This is an optimization exercise on Yosys and OpenROAD, whose aim is small area, not a production implementation.
The RTL was checked by simulation tests, not by an equivalence proof against the original design.
Power figures rest on the tool's default switching activity, not on a simulated workload.

### design.v
module game_vga(
	clk,
	reset,
	board1,board2,
	p1_win,p2_win,draw,
	end_of_active_frame,
	end_of_frame,divcntr,
	vga_blank,
	vga_c_sync,
	vga_h_sync,
	vga_v_sync,
	vga_data_enable,
	vga_red,
	vga_green,
	vga_blue
);
input			clk;
input			reset;
input	[9:1]	board1,board2;
input			p1_win,p2_win,draw;
output			divcntr;
output			end_of_active_frame;
output			end_of_frame;
output			vga_blank;
output			vga_c_sync;
output			vga_h_sync;
output			vga_v_sync;
output			vga_data_enable;
output	[7:0]	vga_red;
output	[7:0]	vga_green;
output	[7:0]	vga_blue;
wire [9:0] px, ln;
wire dv;
vga_timing tim(.clk(clk), .reset(reset), .px(px), .ln(ln), .dv(dv),
	.end_of_active_frame(end_of_active_frame), .end_of_frame(end_of_frame),
	.vga_blank(vga_blank), .vga_c_sync(vga_c_sync), .vga_h_sync(vga_h_sync),
	.vga_v_sync(vga_v_sync), .vga_data_enable(vga_data_enable));
assign divcntr = dv;
wire active, in_pic, grid;
wire [9:1] pic, in1, in2;
board_regions reg_i(.px(px), .ln(ln), .active(active), .pic(pic), .in_pic(in_pic),
	.in1(in1), .in2(in2), .grid(grid));
wire b2any = |board2;
wire [9:1] enx = {9{dv}} & pic & (board1 | {4'b0, p1_win & b2any, 4'b0});
wire [9:1] eno = {9{dv}} & pic & (board2 | {4'b0, p2_win & ~p1_win & b2any, 4'b0});
wire bitx, bito;
x_counters xc_i(.clk(clk), .reset(reset), .sel(pic), .en(enx), .bit_out(bitx));
o_counters oc_i(.clk(clk), .reset(reset), .sel(pic), .en(eno), .bit_out(bito));
wire hit1 = |(board1 & in1);
wire hit2 = |(board2 & in2);
reg cw, cg;
always @(posedge clk) begin
	if (reset) begin
		cw <= 1'b0;
		cg <= 1'b0;
	end else if (dv) begin
		if (!active) begin
			cw <= 1'b0;
			cg <= 1'b0;
		end else if (p1_win & b2any) begin
			cw <= pic[5] & bitx;
			cg <= 1'b1;
		end else if (p2_win & b2any) begin
			cw <= pic[5] & bito;
			cg <= 1'b1;
		end else if (draw & b2any) begin
			cw <= 1'b1;
			cg <= 1'b1;
		end else if (hit2) begin
			cw <= in_pic & bito;
			cg <= 1'b1;
		end else if (hit1) begin
			cw <= in_pic & bitx;
			cg <= 1'b1;
		end else begin
			cw <= grid;
			cg <= grid;
		end
	end
end
wire [7:0] col = {cw, cw, cw, cg, cg, cw, cw, cg};
assign vga_red   = col;
assign vga_green = col;
assign vga_blue  = col;
endmodule
module vga_timing(
	input clk, input reset,
	output reg [9:0] px, output reg [9:0] ln, output reg dv,
	output end_of_active_frame, output end_of_frame,
	output vga_blank, output vga_c_sync, output vga_h_sync, output vga_v_sync,
	output vga_data_enable
);
reg pr;		 
wire px_last = px[9] & px[8] & (&px[4:0]);
wire ln_last = ln[9] & ln[3] & ln[2];
always @(posedge clk) begin
	if (reset) begin
		dv <= 1'b0;
		px <= 10'd780;
		ln <= 10'd524;
		pr <= 1'b1;
	end else begin
		dv <= ~dv;
		if (dv) pr <= 1'b0;
		if (!dv) begin
			if (px_last) begin
				px <= 10'd0;
				ln <= ln_last ? 10'd0 : ln + 10'd1;
			end else
				px <= px + 10'd1;
		end
	end
end
assign end_of_frame        = ln_last & px_last;
assign end_of_active_frame = (ln == 10'd479) & (px == 10'd639);
wire hs = (px >= 10'd657 && px <= 10'd751) | (px == 10'd656 && !dv) | (px == 10'd752 && dv);
wire vs = (dv && px == 10'd0) ? (ln >= 10'd491 && ln <= 10'd492) : (ln >= 10'd490 && ln <= 10'd491);
wire den = (ln < 10'd480) & (dv ? (px >= 10'd1 && px <= 10'd640) : (px < 10'd640));
assign vga_h_sync = ~hs;
assign vga_v_sync = ~vs;
assign vga_c_sync = ~(hs ^ vs);
assign vga_data_enable = den;
assign vga_blank = den | pr;
endmodule
module board_regions(
	input [9:0] px, input [9:0] ln,
	output active, output [9:1] pic, output in_pic,
	output [9:1] in1, output [9:1] in2, output grid
);
assign active = (px < 10'd640) & (ln < 10'd480);
wire cA = px >= 10'd61  && px <= 10'd110;
wire cB = px >= 10'd301 && px <= 10'd350;
wire cC = px >= 10'd551 && px <= 10'd600;
wire rA = ln >= 10'd41  && ln <= 10'd90;
wire rB = ln >= 10'd221 && ln <= 10'd270;
wire rC = ln >= 10'd381 && ln <= 10'd430;
assign pic = {rC & cC, rC & cB, rC & cA, rB & cC, rB & cB, rB & cA, rA & cC, rA & cB, rA & cA};
assign in_pic = (cA | cB | cC) & (rA | rB | rC);
wire oc0  = px <= 10'd210;
wire oc0n = px >= 10'd1 && px <= 10'd210;
wire oc1  = px >= 10'd217 && px <= 10'd423;
wire oc2  = px >= 10'd430;
wire oc2b = px >= 10'd429;
wire or0  = ln <= 10'd157;
wire or0n = ln >= 10'd1 && ln <= 10'd157;
wire or1  = ln >= 10'd164 && ln <= 10'd317;
wire or2  = ln >= 10'd324;
assign grid = (px >= 10'd211 && px <= 10'd215) || (px >= 10'd424 && px <= 10'd428) ||
              (ln >= 10'd158 && ln <= 10'd162) || (ln >= 10'd318 && ln <= 10'd322);
assign in1 = {or2 & oc2, or2 & oc1, or2 & oc0n, or1 & oc2, or1 & oc1, or1 & oc0n, or0 & oc2, or0 & oc1, or0 & oc0};
assign in2 = {or2 & oc2b, or2 & oc1, or2 & oc0n, or1 & oc2, or1 & oc1, or1 & oc0n, or0n & oc2, or0n & oc1, or0n & oc0};
endmodule
module x_counters(
	input clk, input reset, input [9:1] sel, input [9:1] en, output bit_out
);
reg [5:0] r [1:9];
reg [5:0] c [1:9];
reg [5:0] sr, sc;
integer i;
always @* begin
	sr = 6'd0; sc = 6'd0;
	for (i = 1; i <= 9; i = i + 1) begin
		sr = sr | (r[i] & {6{sel[i]}});
		sc = sc | (c[i] & {6{sel[i]}});
	end
end
wire rl = sr[5] & sr[4] & sr[0];	 
wire cl = sc[5] & sc[4] & sc[0];
reg [6:0] d, s;
reg b;
always @* begin
	d = {1'b0, sc} - {1'b0, sr};
	s = {1'b0, sc} + {1'b0, sr};
	if (rl)
		b = (sc == 6'd1) | (sc == 6'd48);
	else
		b = (sr != 6'd0) & (sc != 6'd0) & ((d <= 7'd2) | (s >= 7'd48 && s <= 7'd50));
end
assign bit_out = b;
wire [5:0] nc = reset ? 6'd49 : (cl ? 6'd0 : sc + 6'd1);
wire [5:0] nr = reset ? 6'd49 : (cl ? (rl ? 6'd0 : sr + 6'd1) : sr);
genvar k;
generate
for (k = 1; k <= 9; k = k + 1) begin : cnt
	always @(posedge clk)
		if (reset | en[k]) begin
			r[k] <= nr;
			c[k] <= nc;
		end
end
endgenerate
endmodule
module o_counters(
	input clk, input reset, input [9:1] sel, input [9:1] en, output bit_out
);
reg [5:0] r [1:9];
reg [5:0] c [1:9];
reg [5:0] sr, sc;
integer i;
always @* begin
	sr = 6'd0; sc = 6'd0;
	for (i = 1; i <= 9; i = i + 1) begin
		sr = sr | (r[i] & {6{sel[i]}});
		sc = sc | (c[i] & {6{sel[i]}});
	end
end
function oring(input [4:0] a, input [4:0] b);
	begin
		case (a)
		5'd0, 5'd1, 5'd2, 5'd3, 5'd4, 5'd5: oring = b >= 15 && b <= 17;
		5'd6, 5'd7:  oring = b >= 14 && b <= 16;
		5'd8:  oring = b >= 13 && b <= 16;
		5'd9:  oring = b >= 13 && b <= 15;
		5'd10: oring = b >= 12 && b <= 14;
		5'd11: oring = b >= 11 && b <= 14;
		5'd12: oring = b >= 10 && b <= 13;
		5'd13: oring = b >= 8 && b <= 12;
		5'd14: oring = b >= 6 && b <= 11;
		5'd15: oring = b <= 9;
		5'd16: oring = b <= 8;
		5'd17: oring = b <= 5;
		default: oring = 1'b0;
		endcase
	end
endfunction
wire rl = ~sr[5] & sr[4] & sr[3] & sr[0];	 
wire cl = ~sc[5] & sc[4] & sc[3] & sc[0];
assign bit_out = oring(sr[4:0], sc[4:0]) | (rl & ~sc[5] & sc[4] & sc[3] & ~sc[0]);
function [5:0] fstep(input [5:0] v);
	begin
		if (v[5])
			fstep = (v[4:1] == 4'd0) ? 6'd0 : {1'b1, v[4:0] - 5'd1};
		else
			fstep = (v[4] & v[3] & v[0]) ? {1'b1, 5'd24} : {1'b0, v[4:0] + 5'd1};
	end
endfunction
wire [5:0] nc = reset ? 6'd25 : fstep(sc);
wire [5:0] nr = reset ? 6'd25 : (cl ? fstep(sr) : sr);
genvar k;
generate
for (k = 1; k <= 9; k = k + 1) begin : cnt
	always @(posedge clk)
		if (reset | en[k]) begin
			r[k] <= nr;
			c[k] <= nc;
		end
end
endgenerate
endmodule
### constraint.sdc
create_clock -name core_clock -period 10.0 [get_ports {clk}]
set_input_delay 2.0000 -clock core_clock [delete_from_list [all_inputs] [get_ports {clk}]]
set_output_delay 2.0000 -clock core_clock [all_outputs]
set_load 0.01 [all_outputs]
### run.sh
#!/bin/bash
# synth_recipe.tcl (not shown) runs the flow's synth.tcl, then flattens the netlist and writes it again
# the make line also repeats each setting of config.mk as NAME=value (left out here)
make -C /OpenROAD-flow-scripts/flow DESIGN_CONFIG=/design/flow/config.mk WORK_HOME=/design/flow/orfs CLKGATE_MAP_FILE= SYNTH_SCRIPT=/design/flow/synth_recipe.tcl finish
### config.mk
export PLATFORM = sky130hd
export DESIGN_NAME = game_vga
export DESIGN_NICKNAME = game_vga
export VERILOG_FILES = /design/flow/design.v
export SDC_FILE = /design/flow/constraint.sdc
export NUM_CORES = 4
export LEC_CHECK = 0
export CAP_MARGIN = 20
export CORE_MARGIN = 2
export CORE_UTILIZATION = 70
export SLEW_MARGIN = 20
==> results of run 1 <==
==> metal layers <==
layer	wire, um	track usage	vias up
met4	1190	0.135	2
met1	13000	0.499	4688
met2	15100	0.512	716
li1	-	-	4376
met5	13	0	-
met3	4070	0.0658	93
==> kinds of logic (layout without fill, tap and decap cells) <==
logic type / count (synthesis) / in the layout / synth area share
multiplexers: 7 / 7 / 0.00574
XOR/XNOR: 22 / 22 / 0.0153
buffers and inverters: 136 / 147 / 0.0537
AND/OR/NAND/NOR: 360 / 360 / 0.144
AO/OA/AOI/OAI: 317 / 317 / 0.191
adder cells (fa/ha/maj): 38 / 38 / 0.0388
flip-flops: 240 / 240 / 0.551
==> final timing paths <==
| kind | to | slack, ns |
|---|---|---|
| worst min register to register | tim.pr$_SDFFE_PP1P_ | 0.46 |
| worst max-delay path | cw$_SDFFE_PP0P_ | 4.11 |
| worst max register to register | cw$_SDFFE_PP0P_ | 4.11 |
| worst min-delay path | tim.pr$_SDFFE_PP1P_ | 0.46 |
==> registers in the layout, indices dropped and copies added (netlist names) <==
signal / flops
tim.ln: 10
tim.dv: 1
cg: 1
oc_i.c: 54
xc_i.c: 54
xc_i.r: 54
cw: 1
oc_i.r: 54
tim.pr: 1
tim.px: 10
==> critical path: stages (launching register included) <==
cell and delay (ns):
sky130_fd_sc_hd__dfxtp_1 0.59, sky130_fd_sc_hd__inv_1 0.12, sky130_fd_sc_hd__ha_1 0.25, sky130_fd_sc_hd__nand2b_1 0.20, sky130_fd_sc_hd__a221o_1 0.59, sky130_fd_sc_hd__and2_2 0.44
sky130_fd_sc_hd__buf_4 0.32, sky130_fd_sc_hd__a222oi_1 0.28, sky130_fd_sc_hd__o22ai_1 0.12, sky130_fd_sc_hd__nor2_1 0.34, sky130_fd_sc_hd__inv_1 0.19, sky130_fd_sc_hd__ha_1 0.33
sky130_fd_sc_hd__a21o_1 0.16, sky130_fd_sc_hd__a21oi_1 0.23, sky130_fd_sc_hd__mux2_2 0.20, sky130_fd_sc_hd__o21ai_0 0.06, sky130_fd_sc_hd__and4_1 0.15, sky130_fd_sc_hd__a41oi_1 0.17
sky130_fd_sc_hd__a31oi_1 0.07, sky130_fd_sc_hd__a31o_2 0.31, sky130_fd_sc_hd__a311oi_1 0.47, sky130_fd_sc_hd__o21ai_1 0.13
==> per-stage QoR <==
step,hold slack [ns],setup slack (ns)
floorplan,0.423,4.73
global placement,0.431,4.33
detailed placement,0.438,4.25
CTS,0.452,4.18
global route,0.488,3.72
finish,0.456,4.11
==> area by class of cell <==
type,instances,share of cell area
clock inverters,12,0.00724
multi-input cells,744,0.365
clock buffers,31,0.0454
inverters,30,0.00815
repair buffers,74,0.0500
well taps,229,0.0207
flip-flops and latches,240,0.504
==> placed cells by master, fill, tap and decap left out, drive strengths merged, types with 17 or more instances in the layout <==
master,synthesis,final
edfxtp,216,216
o21ai,42,42
nor3,23,23
a21oi,52,52
buf,62,20
dfxtp,24,24
nand2,73,73
and2,21,21
nand3,37,37
ha,36,36
and3,25,25
nor2,94,94
a22oi,22,22
clkdlybuf4s50,0,54
a222oi,42,42
clkbuf,44,31
inv,30,31
a41o,17,17
==> power breakdown <==
group / internal (W) / switching [W] / leakage, nW
clock: 0.000470 / 0.000376 / 0.348
combinational: 0.0000232 / 0.0000541 / 2.16
sequential: 0.00114 / 0.0000195 / 2.38
==> flow_summary.ini, run 1 <==
[run_status]
run_status = complete, no violations

[final_layout]
number_of_fill_cells_in_the_layout = 1131
multiInputGateArea_um2 = 5040
diodes = 0
drive_gt1_frac = 0.0725
finish.net_count = 1175
post-route-cell-area_um2 = 13800
syn2layout_area_growth_pct = 9.40
layoutNonFillerInstCount = 1360
post-route-util = 0.775
area.sequential_um2 = 6970

[floorplan]
die_footprint_um2 = 19100
chip_width_um = 138
num_io_pins = 55
fp-row-count = 49
core_um2 = 17800
dieHeight_um = 138
initial_utilization = 0.708

[detailed_routing]
drt_wl_total_um = 33400
drtAntennaViolNets = 0
wire_per_inst_um = 24.5
dr.pass1.iters = 6
drc = 0
num_vias = 9875
first_drt_iteration_drcs = 1593
detail_route.vias_per_cell = 7.26

[clocking]
clock_path_buffers = 3
clkTransAtPathRegs_ns = 0.07
clk_root_buffer_cell = sky130_fd_sc_hd__clkbuf_16
tritoncts = done
cts-resized-gates = 0
holdBufCountCts = 0
ctsHtreeMaxLevel = 1
numClockSinks = 240
clkLatencyLatePin_ns = 0.54
post_cts_setup_inserts = 0
cts_buffers = 24

[global_routing]
number_of_antenna_violations_at_the_first_check_in_global_routing = 1
global_route.overflow_total = 0
grt_first_pass_wirelength_um = 51400
grt_max_degree = 69
grt.total_usage = 0.341
vias_in_the_first_global_route = 9090

[critical_path]
crit_type = register to register
setup.worst_path.end_class = register
timing.critical_path.from_type = register
critical_path_arrival_ns = 6.29
crit_path_max_fanout = 36
timing.reg2reg.worst_path_depth = 21
worstPathRequired_ns = 10.40
setup.worst_path.start = tim.ln[1]$_SDFFE_PP0P_
crit-reg2reg-launch = tim.ln[1]$_SDFFE_PP0P_

[placed_design]
dp.cells = 1317
dpl.hpwl_um = 21100
dpl_cell_area_um2 = 13100
place.gp.congestion = 0.931
io_buffers = 54

[yosys]
post_synth_instance_area_um2 = 12600
async_flop_share = 0
synth.area.top_cells = sky130_fd_sc_hd__edfxtp_1, sky130_fd_sc_hd__dfxtp_1, sky130_fd_sc_hd__ha_1, sky130_fd_sc_hd__a222oi_1, sky130_fd_sc_hd__nor2_1
synth-edff-count = 216
post_synth.cell_area_avg_um2 = 11.3
synth_area_leader_cell = sky130_fd_sc_hd__edfxtp_1
yosysSeqAreaShare = 0.551
synth.most_common_cell = sky130_fd_sc_hd__edfxtp_1
syn_nets = 1181
synth-main-ff-cell = sky130_fd_sc_hd__edfxtp_1
synth_largest_type_area_fraction = 0.513
synth_seq_cells = 240
synth-warning-count = 8
yosysUniqueCellTypes = 79
number_of_instances_in_the_synthesized_netlist = 1120
synth.top_cells.by_count = sky130_fd_sc_hd__edfxtp_1, sky130_fd_sc_hd__nor2_1, sky130_fd_sc_hd__nand2_1, sky130_fd_sc_hd__a21oi_1, sky130_fd_sc_hd__clkbuf_1

[timing]
totalNegativeSetupSlack_ns = 0
timing.final.crit_share = 0.589
setup_repair_after_global_routing_missed_its_margin = no
fmax_mhz = 170
tightestPinTransition_ns = 1.02
post_layout_minimum_cycle_time_ns = 5.89
maxSlewViolCount = 0
fin_skew_ns = 0.0277
setup-violations-final = 0
finalHoldViolCount = 0
worst_slew_margin_rel = 0.316

[flow_run]
cap_violations = 0

[power]
worst_ir_drop_vdd_mv = 0.175
pwr_density_cell_nw_per_um2 = 150
leakage_nw = 4.88
p_total_w = 0.00208

[worst_hold_path]
min-delay-path-class = register to register
whs_path_depth = 1
worst_hold_startpoint = tim.pr$_SDFFE_PP1P_
==> inputs of run 2 (changes only) <==
--- a/config.mk
+++ b/config.mk
@@ -7,5 +7,5 @@
 export LEC_CHECK = 0
 export CAP_MARGIN = 20
 export CORE_MARGIN = 2
-export CORE_UTILIZATION = 70
+export CORE_UTILIZATION = 40
 export SLEW_MARGIN = 20
==> flow_summary.ini, run 2 <==
[clocking]
clk_root_buffer_cell = sky130_fd_sc_hd__clkbuf_16
clock_path_buffers = 3
ctsHtreeMaxLevel = 1
holdBufCountCts = 0
numClockSinks = 240
cts_buffers = 26
clkLatencyLatePin_ns = 0.55
post_cts_setup_inserts = 0
clkTransAtPathRegs_ns = 0.06
cts-resized-gates = 0
tritoncts = done

[timing]
worst_slew_margin_rel = 0.259
finalHoldViolCount = 0
fin_skew_ns = 0.0161
setup_repair_after_global_routing_missed_its_margin = no
maxSlewViolCount = 0
layout_setup_ws_ns = 4.01
fmax_mhz = 167
tightestPinTransition_ns = 1.10
timing.final.crit_share = 0.599
totalNegativeSetupSlack_ns = 0
post_layout_minimum_cycle_time_ns = 5.99
setup-violations-final = 0

[critical_path]
crit_top_cell = sky130_fd_sc_hd__nor2_1
worstPathRequired_ns = 10.42
critical_path.max_stage_delay_ns = 0.65
critical_path.top_delay_family = compound AO/OA/AOI/OAI gates
critical_path_arrival_ns = 6.41
worstPathBufferInverterCount = 3
crit_type = register to register
crit_path_max_fanout = 37
timing.critical_path.from_type = register
r2r_slack_ns = 4.01
setup.worst_path.end_class = register
cp_cell_sequence = inv_1, ha_1, nand2b_1, a221o_1, and2_2, buf_4, a222oi_1, nor2_1, nor3_2, inv_1, ha_1, nor2_1, nor2_1, o311ai_0, a211oi_1, or4b_1, o41ai_2, o21ai_1
critPathSlowestCell = sky130_fd_sc_hd__a221o_1

[final_layout]
syn2layout_area_growth_pct = 12.7
drive_gt1_frac = 0.0792
most-common-layout-cells = sky130_fd_sc_hd__edfxtp_1, sky130_fd_sc_hd__nor2_1, sky130_fd_sc_hd__nand2_1
post-route-cell-area_um2 = 14200
finish.net_count = 1178
layout.cells.most_common = sky130_fd_sc_hd__edfxtp_1
diodes = 0

[placed_design]
io_buffers = 54
place_ws_ns = 4.12
dpl.hpwl_um = 23200
place.gp.congestion = 0.903
dpl_cell_area_um2 = 13300

[run_status]
run_status = complete, no violations

[global_routing]
grt.total_usage = 0.220
grt_max_degree = 58
grt_first_pass_wirelength_um = 56300
vias_in_the_first_global_route = 9308
global_route.overflow_total = 0
number_of_antenna_violations_at_the_first_check_in_global_routing = 0

[yosys]
yosysUniqueCellTypes = 79
synth_area_leader_cell = sky130_fd_sc_hd__edfxtp_1
synth.top_cells.by_count = sky130_fd_sc_hd__edfxtp_1, sky130_fd_sc_hd__nor2_1, sky130_fd_sc_hd__nand2_1, sky130_fd_sc_hd__a21oi_1, sky130_fd_sc_hd__clkbuf_1
async_flop_share = 0
synth.most_common_cell = sky130_fd_sc_hd__edfxtp_1
synth_largest_type_area_fraction = 0.513
syn_nets = 1181
synth-main-ff-cell = sky130_fd_sc_hd__edfxtp_1
yosysSeqAreaShare = 0.551
post_synth_instance_area_um2 = 12600
number_of_instances_in_the_synthesized_netlist = 1120
synth.area.top_cells = sky130_fd_sc_hd__edfxtp_1, sky130_fd_sc_hd__dfxtp_1, sky130_fd_sc_hd__ha_1, sky130_fd_sc_hd__a222oi_1, sky130_fd_sc_hd__nor2_1
post_synth.cell_area_avg_um2 = 11.3
synth-warning-count = 8
synth_seq_cells = 240
synth-edff-count = 216

[power]
leakage_nw = 5.00
worst_ir_drop_vdd_mv = 0.134
pwr_density_cell_nw_per_um2 = 160

[detailed_routing]
dr.pass1.iters = 8
drc = 0
detail_route.vias_per_cell = 6.34
first_drt_iteration_drcs = 1256
drt_wl_total_um = 36800
wire_per_inst_um = 23.9
drtAntennaViolNets = 0
num_vias = 9760

[floorplan]
num_io_pins = 55
initial_utilization = 0.404
dieHeight_um = 182
fp-row-count = 65
die_footprint_um2 = 33000
chip_width_um = 182
core_um2 = 31300

[worst_hold_path]
min-delay-path-class = register to register

[flow_run]
cap_violations = 0
==> run 2: power by group <==
part           total [W]  leakage, nW  switching (W)  internal (W)
combinational  0.0000806         2.17      0.0000573     0.0000233
clock            0.00105        0.454       0.000409      0.000637
sequential       0.00115         2.38      0.0000177       0.00114
total            0.00228         5.00       0.000483       0.00180
==> run 2: final cells by class <==
type | instances | area [um2]
Tap cell | 402 | 503
Sequential cell | 240 | 6970
Clock buffer | 29 | 662
Clock inverter | 19 | 279
Multi-Input combinational cell | 744 | 5020
Fill cell | 2810 | 17100
Inverter | 30 | 113
Timing Repair Buffer | 75 | 698
==> run 2: worst paths after layout <==
kind / endpoint / depth (start not counted) / from
worst min register to register: tim.pr$_SDFFE_PP1P_ / 1 / tim.pr$_SDFFE_PP1P_
worst max register to register: cw$_SDFFE_PP0P_ / 18 / tim.ln[1]$_SDFFE_PP0P_
worst min-delay path: tim.pr$_SDFFE_PP1P_ / 1 / tim.pr$_SDFFE_PP1P_
worst max-delay path: cw$_SDFFE_PP0P_ / 18 / tim.ln[1]$_SDFFE_PP0P_
==> run 2: routing by layer <==
layer / up-vias / GRT usage / wire length [um] / part of all wire
met1: 4819 / 0.306 / 15900 / 0.43
li1: 4395 / - / - / -
met4: 0 / 0.0751 / 1150 / 0.031
met3: 68 / 0.0277 / 2850 / 0.077
met5: - / 0 / 0 / 0
met2: 478 / 0.357 / 17000 / 0.46
==> run 2: logic make-up after synthesis <==
group / after synthesis / share of synthesized area
xor gates and xnor gates: 22 / 0.0153
and+or+nand+nor: 360 / 0.144
DFF: 240 / 0.551
AOI/OAI and AO/OA: 317 / 0.191
buffers and inverters: 136 / 0.0537
adders and majority gates: 38 / 0.0388
muxes: 7 / 0.00574
==> run 2: through the flow <==
| step | cells | hold slack (ns) | utilization | power (W) |
|---|---|---|---|---|
| 6_report | 1539 | 0.456 | 0.455 | 0.00228 |
| 5_1_grt | 1539 | 0.471 | 0.455 | 0.00234 |
| 4_1_cts | 1539 | 0.459 | 0.455 | 0.00229 |
| 3_5_place_dp | 1491 | 0.444 | 0.425 | 0.00125 |
| 3_3_place_gp | 1491 | 0.439 | 0.425 | 0.00125 |
| 2_1_floorplan | 1120 | 0.423 | - | 0.00121 |
==> inputs of run 3 (changes only) <==
==> config.mk (replaced) <==
export PLATFORM = sky130hd
export DESIGN_NAME = game_vga
export DESIGN_NICKNAME = game_vga
export VERILOG_FILES = /design/flow/design.v
export SDC_FILE = /design/flow/constraint.sdc
export NUM_CORES = 4
export LEC_CHECK = 0
export CAP_MARGIN = 0
export CORE_MARGIN = 2
export CORE_UTILIZATION = 70
export CTS_BUF_LIST = sky130_fd_sc_hd__clkbuf_8
export CTS_CLUSTER_SIZE = 30
export SLEW_MARGIN = 0
==> flow_summary.ini, run 3 <==
[clocking]
clk_root_buffer_cell = sky130_fd_sc_hd__clkbuf_8
tritoncts = done
cts_buffers = 39
post_cts_setup_inserts = 0
ctsHtreeMaxLevel = 2
holdBufCountCts = 0
clkTransAtPathRegs_ns = 0.06
clock_path_buffers = 3
cts-resized-gates = 0
numClockSinks = 240
clkLatencyLatePin_ns = 0.56

[critical_path]
crit_path_max_fanout = 57
critical_path.endpoint = cw$_SDFFE_PP0P_
timing.reg2reg.worst_path_depth = 19
crit-reg2reg-launch = tim.ln[2]$_SDFFE_PP1P_
cp_cell_sequence = nand4_1, o211ai_1, a21oi_4, buf_4, a222oi_1, nor2_1, a211oi_1, inv_1, ha_1, a21o_1, a21oi_1, mux2_2, o21ai_0, and4_1, a41oi_1, a31oi_1, a31o_2, a311oi_1, o21ai_1
crit_type = register to register
critical_path.max_stage_delay_ns = 0.62
setup.worst_path.end_class = register
critPathSlowestCell = sky130_fd_sc_hd__dfxtp_1
worstPathRequired_ns = 10.41
r2r_slack_ns = 4.12
critical_path_arrival_ns = 6.28
timing.critical_path.from_type = register
setup.worst_path.start = tim.ln[2]$_SDFFE_PP1P_
crit-reg2reg-capture = cw$_SDFFE_PP0P_

[yosys]
synth-main-ff-cell = sky130_fd_sc_hd__edfxtp_1
yosysSeqAreaShare = 0.551
post_synth.cell_area_avg_um2 = 11.3
synth.top_cells.by_count = sky130_fd_sc_hd__edfxtp_1, sky130_fd_sc_hd__nor2_1, sky130_fd_sc_hd__nand2_1, sky130_fd_sc_hd__a21oi_1, sky130_fd_sc_hd__clkbuf_1
synth.area.top_cells = sky130_fd_sc_hd__edfxtp_1, sky130_fd_sc_hd__dfxtp_1, sky130_fd_sc_hd__ha_1, sky130_fd_sc_hd__a222oi_1, sky130_fd_sc_hd__nor2_1
synth_seq_cells = 240
synth-edff-count = 216
async_flop_share = 0
syn_nets = 1181
synth.most_common_cell = sky130_fd_sc_hd__edfxtp_1
number_of_instances_in_the_synthesized_netlist = 1120
post_synth_instance_area_um2 = 12600
yosysUniqueCellTypes = 79
synth_largest_type_area_fraction = 0.513
synth-warning-count = 8
synth_area_leader_cell = sky130_fd_sc_hd__edfxtp_1

[global_routing]
grt-busiest-layer = met2
use_met1 = 0.496
met2_usage = 0.509
number_of_antenna_violations_at_the_first_check_in_global_routing = 0
vias_in_the_first_global_route = 9096
global_route.overflow_total = 0
grt.total_usage = 0.339
globalRouteMet3Util = 0.0658
grt_max_degree = 69
grt_first_pass_wirelength_um = 50900

[detailed_routing]
drc = 0
num_vias = 9899
drtAntennaViolNets = 0
dr.pass1.iters = 9
detail_route.vias_per_cell = 7.16
drt_wl_total_um = 33200
wire_per_inst_um = 24.0
first_drt_iteration_drcs = 1594

[timing]
finalHoldViolCount = 0
maxSlewViolCount = 0
tightestPinTransition_ns = 1.22
fin_skew_ns = 0.0291
post_layout_minimum_cycle_time_ns = 5.88
setup_repair_after_global_routing_missed_its_margin = no
fmax_mhz = 170
worst_slew_margin_rel = 0.184
totalNegativeSetupSlack_ns = 0
timing.final.crit_share = 0.588
setup-violations-final = 0

[final_layout]
post-route-util = 0.775
finish.net_count = 1190
multiInputGateArea_um2 = 5030
syn2layout_area_growth_pct = 9.45
area.sequential_um2 = 6970
number_of_fill_cells_in_the_layout = 1149
drive_gt1_frac = 0.0849
diodes = 0
post-route-cell-area_um2 = 13800
layout.cells.most_common = sky130_fd_sc_hd__edfxtp_1
most-common-layout-cells = sky130_fd_sc_hd__edfxtp_1, sky130_fd_sc_hd__nor2_1, sky130_fd_sc_hd__nand2_1

[floorplan]
chip_width_um = 138
initial_utilization = 0.708
num_io_pins = 55
core_um2 = 17800
dieHeight_um = 138
fp-row-count = 49
die_footprint_um2 = 19100

[placed_design]
dpl.hpwl_um = 21100
place.gp.congestion = 0.931
dpl_cell_area_um2 = 13100
io_buffers = 54

[power]
net-switching-power_w = 0.000470
p_clk_frac = 0.402
logic_gate_share_of_total_power = 0.037
pwr_density_cell_nw_per_um2 = 149
worst_ir_drop_vdd_mv = 0.194
seq_power_share = 0.561
fraction_of_power_spent_switching_nets = 0.228
leakage_nw = 4.94
power_report.internal_total_w = 0.00159
p_total_w = 0.00206

[worst_hold_path]
whs_path_depth = 1
worst_hold_startpoint = tim.pr$_SDFFE_PP1P_
min-delay-path-class = register to register

[run_status]
run_status = complete, no violations

[flow_run]
cap_violations = 0
run 3: power groups by stage:
stage               Sequential, W  Clock [W]  Combinational, W
floorplan                 0.00117          0         0.0000445
global placement          0.00117          0         0.0000745
detailed placement        0.00118          0         0.0000752
CTS                       0.00115   0.000831         0.0000755
global route              0.00116   0.000871         0.0000818
finish                    0.00116   0.000827         0.0000768
run 3: routing by layer:
| layer | up-vias | wire length [um] |
|---|---|---|
| met4 | 0 | 1030 |
| met3 | 77 | 3860 |
| met2 | 665 | 15100 |
| met5 | - | 0 |
| li1 | 4415 | - |
| met1 | 4742 | 13200 |
run 3: worst min-delay path by stage:
stage / end / slack [ns]
6_report: tim.pr$_SDFFE_PP1P_ / 0.46
5_1_grt: tim.pr$_SDFFE_PP1P_ / 0.49
4_1_cts: tim.pr$_SDFFE_PP1P_ / 0.45
3_5_place_dp: tim.pr$_SDFFE_PP1P_ / 0.44
3_3_place_gp: tim.pr$_SDFFE_PP1P_ / 0.43
2_1_floorplan: tim.pr$_SDFFE_PP1P_ / 0.42
run 3: worst max-delay path: cells and delay by family, from the launching register on:
kind	cells	cell delay [ns]
fa+ha+maj	1	0.37
simple gates	3	0.82
flops	1	0.62
compound gates	12	3.05
mux	1	0.20
buf+inv	2	0.62
run 3: kinds of logic after synthesis:
| kind of cell | share of synthesized area |
|---|---|
| AND/OR/NAND/NOR | 0.144 |
| AO/OA/AOI/OAI | 0.191 |
| flip-flops | 0.551 |
| buffers and inverters | 0.0537 |
| adder cells (fa/ha/maj) | 0.0388 |
| XOR/XNOR | 0.0153 |
| multiplexers | 0.00574 |
run 3: stage by stage:
step | hold WS, ns | setup WS [ns] | cells
after global placement | 0.431 | 4.33 | 1317
after detailed placement | 0.438 | 4.25 | 1317
final | 0.456 | 4.12 | 1383
after global routing | 0.489 | 3.70 | 1383
after CTS | 0.452 | 4.17 | 1383
after floorplan | 0.423 | 4.73 | 1120
run 3: final cells by class:
type                       count  area share
sequential                   240       0.504
multi-input combinational    744       0.364
timing repair buffer          74      0.0499
clock buffer                  40      0.0398
tap                          229      0.0207
clock inverter                26      0.0139
inverter                      30     0.00814
==> inputs of run 4 (changes only) <==
--- a/config.mk
+++ b/config.mk
@@ -8,6 +8,5 @@
 export CAP_MARGIN = 0
 export CORE_MARGIN = 2
 export CORE_UTILIZATION = 70
-export CTS_BUF_LIST = sky130_fd_sc_hd__clkbuf_8
-export CTS_CLUSTER_SIZE = 30
+export CTS_BUF_LIST = sky130_fd_sc_hd__clkbuf_4
 export SLEW_MARGIN = 0
==> flow_summary.ini, run 4 <==
[timing]
finalHoldViolCount = 0
worst_slew_margin_rel = 0.101
setup-violations-final = 0
totalNegativeSetupSlack_ns = 0
fin_skew_ns = 0.0573
fmax_mhz = 168
timing.final.crit_share = 0.594
setup_repair_after_global_routing_missed_its_margin = no
post_layout_minimum_cycle_time_ns = 5.94
tightestPinTransition_ns = 1.34
hold_slack_ns = 0.453
maxSlewViolCount = 0

[final_layout]
post-route-cell-area_um2 = 13900
multiInputGateArea_um2 = 5030
area.sequential_um2 = 6970
layout.cells.most_common = sky130_fd_sc_hd__edfxtp_1
number_of_fill_cells_in_the_layout = 1161
drive_gt1_frac = 0.114
syn2layout_area_growth_pct = 9.69
most-common-layout-cells = sky130_fd_sc_hd__edfxtp_1, sky130_fd_sc_hd__nor2_1, sky130_fd_sc_hd__clkbuf_4
finish.net_count = 1210

[yosys]
synth-xor-area-share = 0.0153
dominant_combinational_cell_family_by_area_after_synthesis = compound AO/OA/AOI/OAI gates
synth-edff-count = 216
synth.top_cells.by_count = sky130_fd_sc_hd__edfxtp_1, sky130_fd_sc_hd__nor2_1, sky130_fd_sc_hd__nand2_1, sky130_fd_sc_hd__a21oi_1, sky130_fd_sc_hd__clkbuf_1
synth-main-ff-cell = sky130_fd_sc_hd__edfxtp_1
yosys.area_share.simple = 0.144
async_flop_share = 0
synth_largest_type_area_fraction = 0.513
post_synth_fa_ha_maj_area_fraction = 0.0388
number_of_instances_in_the_synthesized_netlist = 1120
synth.area.top_cells = sky130_fd_sc_hd__edfxtp_1, sky130_fd_sc_hd__dfxtp_1, sky130_fd_sc_hd__ha_1, sky130_fd_sc_hd__a222oi_1, sky130_fd_sc_hd__nor2_1
yosysUniqueCellTypes = 79
synth_seq_cells = 240
synth-compound-area-share = 0.191
yosysSeqAreaShare = 0.551
synth.most_common_cell = sky130_fd_sc_hd__edfxtp_1
syn_nets = 1181
synth_area_leader_cell = sky130_fd_sc_hd__edfxtp_1
synth.mux.area_fraction = 0.00574
post_synth.cell_area_avg_um2 = 11.3
post_synth_instance_area_um2 = 12600
synth-warning-count = 8

[floorplan]
dieHeight_um = 138
die_footprint_um2 = 19100
num_io_pins = 55
fp-row-count = 49
chip_width_um = 138
core_um2 = 17800
initial_utilization = 0.708

[critical_path]
crit_type = register to register
setup.worst_path.start = tim.ln[2]$_SDFFE_PP1P_
critical_path_arrival_ns = 6.48
crit-reg2reg-launch = tim.ln[2]$_SDFFE_PP1P_
r2r_slack_ns = 4.06
timing.reg2reg.worst_path_depth = 19
crit_path_max_fanout = 57
setup.worst_path.end_class = register
timing.critical_path.from_type = register
worstPathRequired_ns = 10.54
crit-reg2reg-capture = cw$_SDFFE_PP0P_

[power]
fraction_of_power_spent_switching_nets = 0.229
pwr_density_cell_nw_per_um2 = 147
p_clk_frac = 0.397
seq_power_share = 0.566
net-switching-power_w = 0.000467
worst_ir_drop_vdd_mv = 0.179
leakage_nw = 4.98
logic_gate_share_of_total_power = 0.038
power_report.internal_total_w = 0.00157

[run_status]
run_status = complete, no violations

[global_routing]
vias_in_the_first_global_route = 9279
grt_first_pass_wirelength_um = 50900
global_route.overflow_total = 0
grt_max_degree = 69
grt.total_usage = 0.338
number_of_antenna_violations_at_the_first_check_in_global_routing = 1

[clocking]
tritoncts = done
holdBufCountCts = 0
ctsHtreeMaxLevel = 2
post_cts_setup_inserts = 0
clk_root_buffer_cell = sky130_fd_sc_hd__clkbuf_4
clkTransAtPathRegs_ns = 0.07
cts_buffers = 59
clock_path_buffers = 3
cts-resized-gates = 0
numClockSinks = 240
clkLatencyLatePin_ns = 0.71

[detailed_routing]
num_vias = 10100
wire_per_inst_um = 23.2
first_drt_iteration_drcs = 1653
drc = 0
drtAntennaViolNets = 0
detail_route.vias_per_cell = 7.05
drt_wl_total_um = 33100
dr.pass1.iters = 9

[placed_design]
dpl_cell_area_um2 = 13100
io_buffers = 54
place.gp.congestion = 0.931
dpl.hpwl_um = 21100

[flow_run]
cap_violations = 0

[worst_hold_path]
timing.hold.worst_endpoint = tim.pr$_SDFFE_PP1P_
min-delay-path-class = register to register
whs_path_depth = 1
worst_hold_startpoint = tim.pr$_SDFFE_PP1P_
==> run 4: cell counts after synthesis <==
No cell type changed its count.
==> run 4: worst max path at each step <==
stage               slack [ns]  depth (start not counted)              end
global placement          4.33                         21  cw$_SDFFE_PP0P_
global route              3.69                         19  cw$_SDFFE_PP0P_
detailed placement        4.25                         19  cw$_SDFFE_PP0P_
CTS                       4.15                         19  cw$_SDFFE_PP0P_
finish                    4.06                         19  cw$_SDFFE_PP0P_
floorplan                 4.73                         28  cw$_SDFFE_PP0P_
==> run 4: critical path: stages, from the launching register on <==
cell                       delay [ns]
sky130_fd_sc_hd__dfxtp_1         0.63
sky130_fd_sc_hd__nand4_1         0.59
sky130_fd_sc_hd__o211ai_1        0.61
sky130_fd_sc_hd__a21oi_4         0.09
sky130_fd_sc_hd__buf_4           0.34
sky130_fd_sc_hd__a222oi_1        0.36
sky130_fd_sc_hd__nor2_1          0.08
sky130_fd_sc_hd__a211oi_1        0.44
sky130_fd_sc_hd__inv_1           0.29
sky130_fd_sc_hd__ha_1            0.37
sky130_fd_sc_hd__a21o_1          0.16
sky130_fd_sc_hd__a21oi_1         0.23
sky130_fd_sc_hd__mux2_2          0.19
sky130_fd_sc_hd__o21ai_0         0.06
sky130_fd_sc_hd__and4_1          0.15
sky130_fd_sc_hd__a41oi_1         0.18
sky130_fd_sc_hd__a31oi_1         0.07
sky130_fd_sc_hd__a31o_2          0.30
sky130_fd_sc_hd__a311oi_1        0.46
sky130_fd_sc_hd__o21ai_1         0.13
==> run 4: routing by layer <==
| metal | share of wire | track usage |
|---|---|---|
| met4 | 0.026 | 0.128 |
| met5 | 0 | 0 |
| met1 | 0.40 | 0.487 |
| met3 | 0.11 | 0.0727 |
| met2 | 0.46 | 0.513 |
==> run 4: power by group through the flow <==
stage	Sequential [W]	Combinational [W]	Clock [W]
2_1_floorplan	0.00117	0.0000445	0
3_3_place_gp	0.00117	0.0000745	0
3_5_place_dp	0.00118	0.0000752	0
4_1_cts	0.00115	0.0000754	0.000818
5_1_grt	0.00116	0.0000817	0.000873
6_report	0.00115	0.0000767	0.000810
==> run 4: cells by family after synthesis <==
family,Yosys count
adders and majority gates,38
DFF,240
and+or+nand+nor,360
muxes,7
AOI/OAI and AO/OA,317
buffers and inverters,136
xor gates and xnor gates,22
==> run 4: final cells by class <==
type	count	area share
Antenna cell	1	0.000181
Clock buffer	83	0.0450
Clock inverter	26	0.0107
Inverter	30	0.00812
Multi-Input combinational cell	744	0.363
Sequential cell	240	0.503
Tap cell	229	0.0207
Timing Repair Buffer	74	0.0498
==> run 4: metrics by stage <==
step	total power [W]	util	instances	worst slack, ns
after floorplan	0.00121	-	1120	4.73
after detailed placement	0.00125	0.733	1317	4.25
final	0.00204	0.777	1427	4.06
after global placement	0.00125	0.733	1317	4.33
after global routing	0.00211	0.777	1427	3.69
after CTS	0.00205	0.777	1426	4.15

afterwards: timing with drivers on the ports:
The results above use ideal ports. As a check the final layouts listed here were re-extracted and re-timed, cells and wires unchanged. Step 1, drivers: a clkbuf_16 drives clk and a buf_2 each remaining input, both assumed. Step 2 adds t to the input delays and takes it off the output delays; t is the mean of the earliest and latest rising clock arrival at the registers after step 1. Input paths then give back, and output paths get back, about the clock's delay inside the block. Three values: ideal ports, drivers, drivers and shift; two values: the first two.
| run | t, ns | slack for setup (ns) | worst setup path after step 2 | pins driven straight from the clock port |
|---|---|---|---|---|
| run 1 | 0.577 | 4.113 / 4.113 / 4.113 | register to register | 1 |
| run 2 | 0.598 | 4.011 / 4.011 / 4.011 | register to register | 1 |
| run 3 | 0.589 | 4.125 / 4.125 / 4.125 | register to register | 1 |
| run 4 | 0.728 | 4.060 / 4.060 / 4.060 | register to register | 1 |
After both steps every run listed still meets setup and hold.
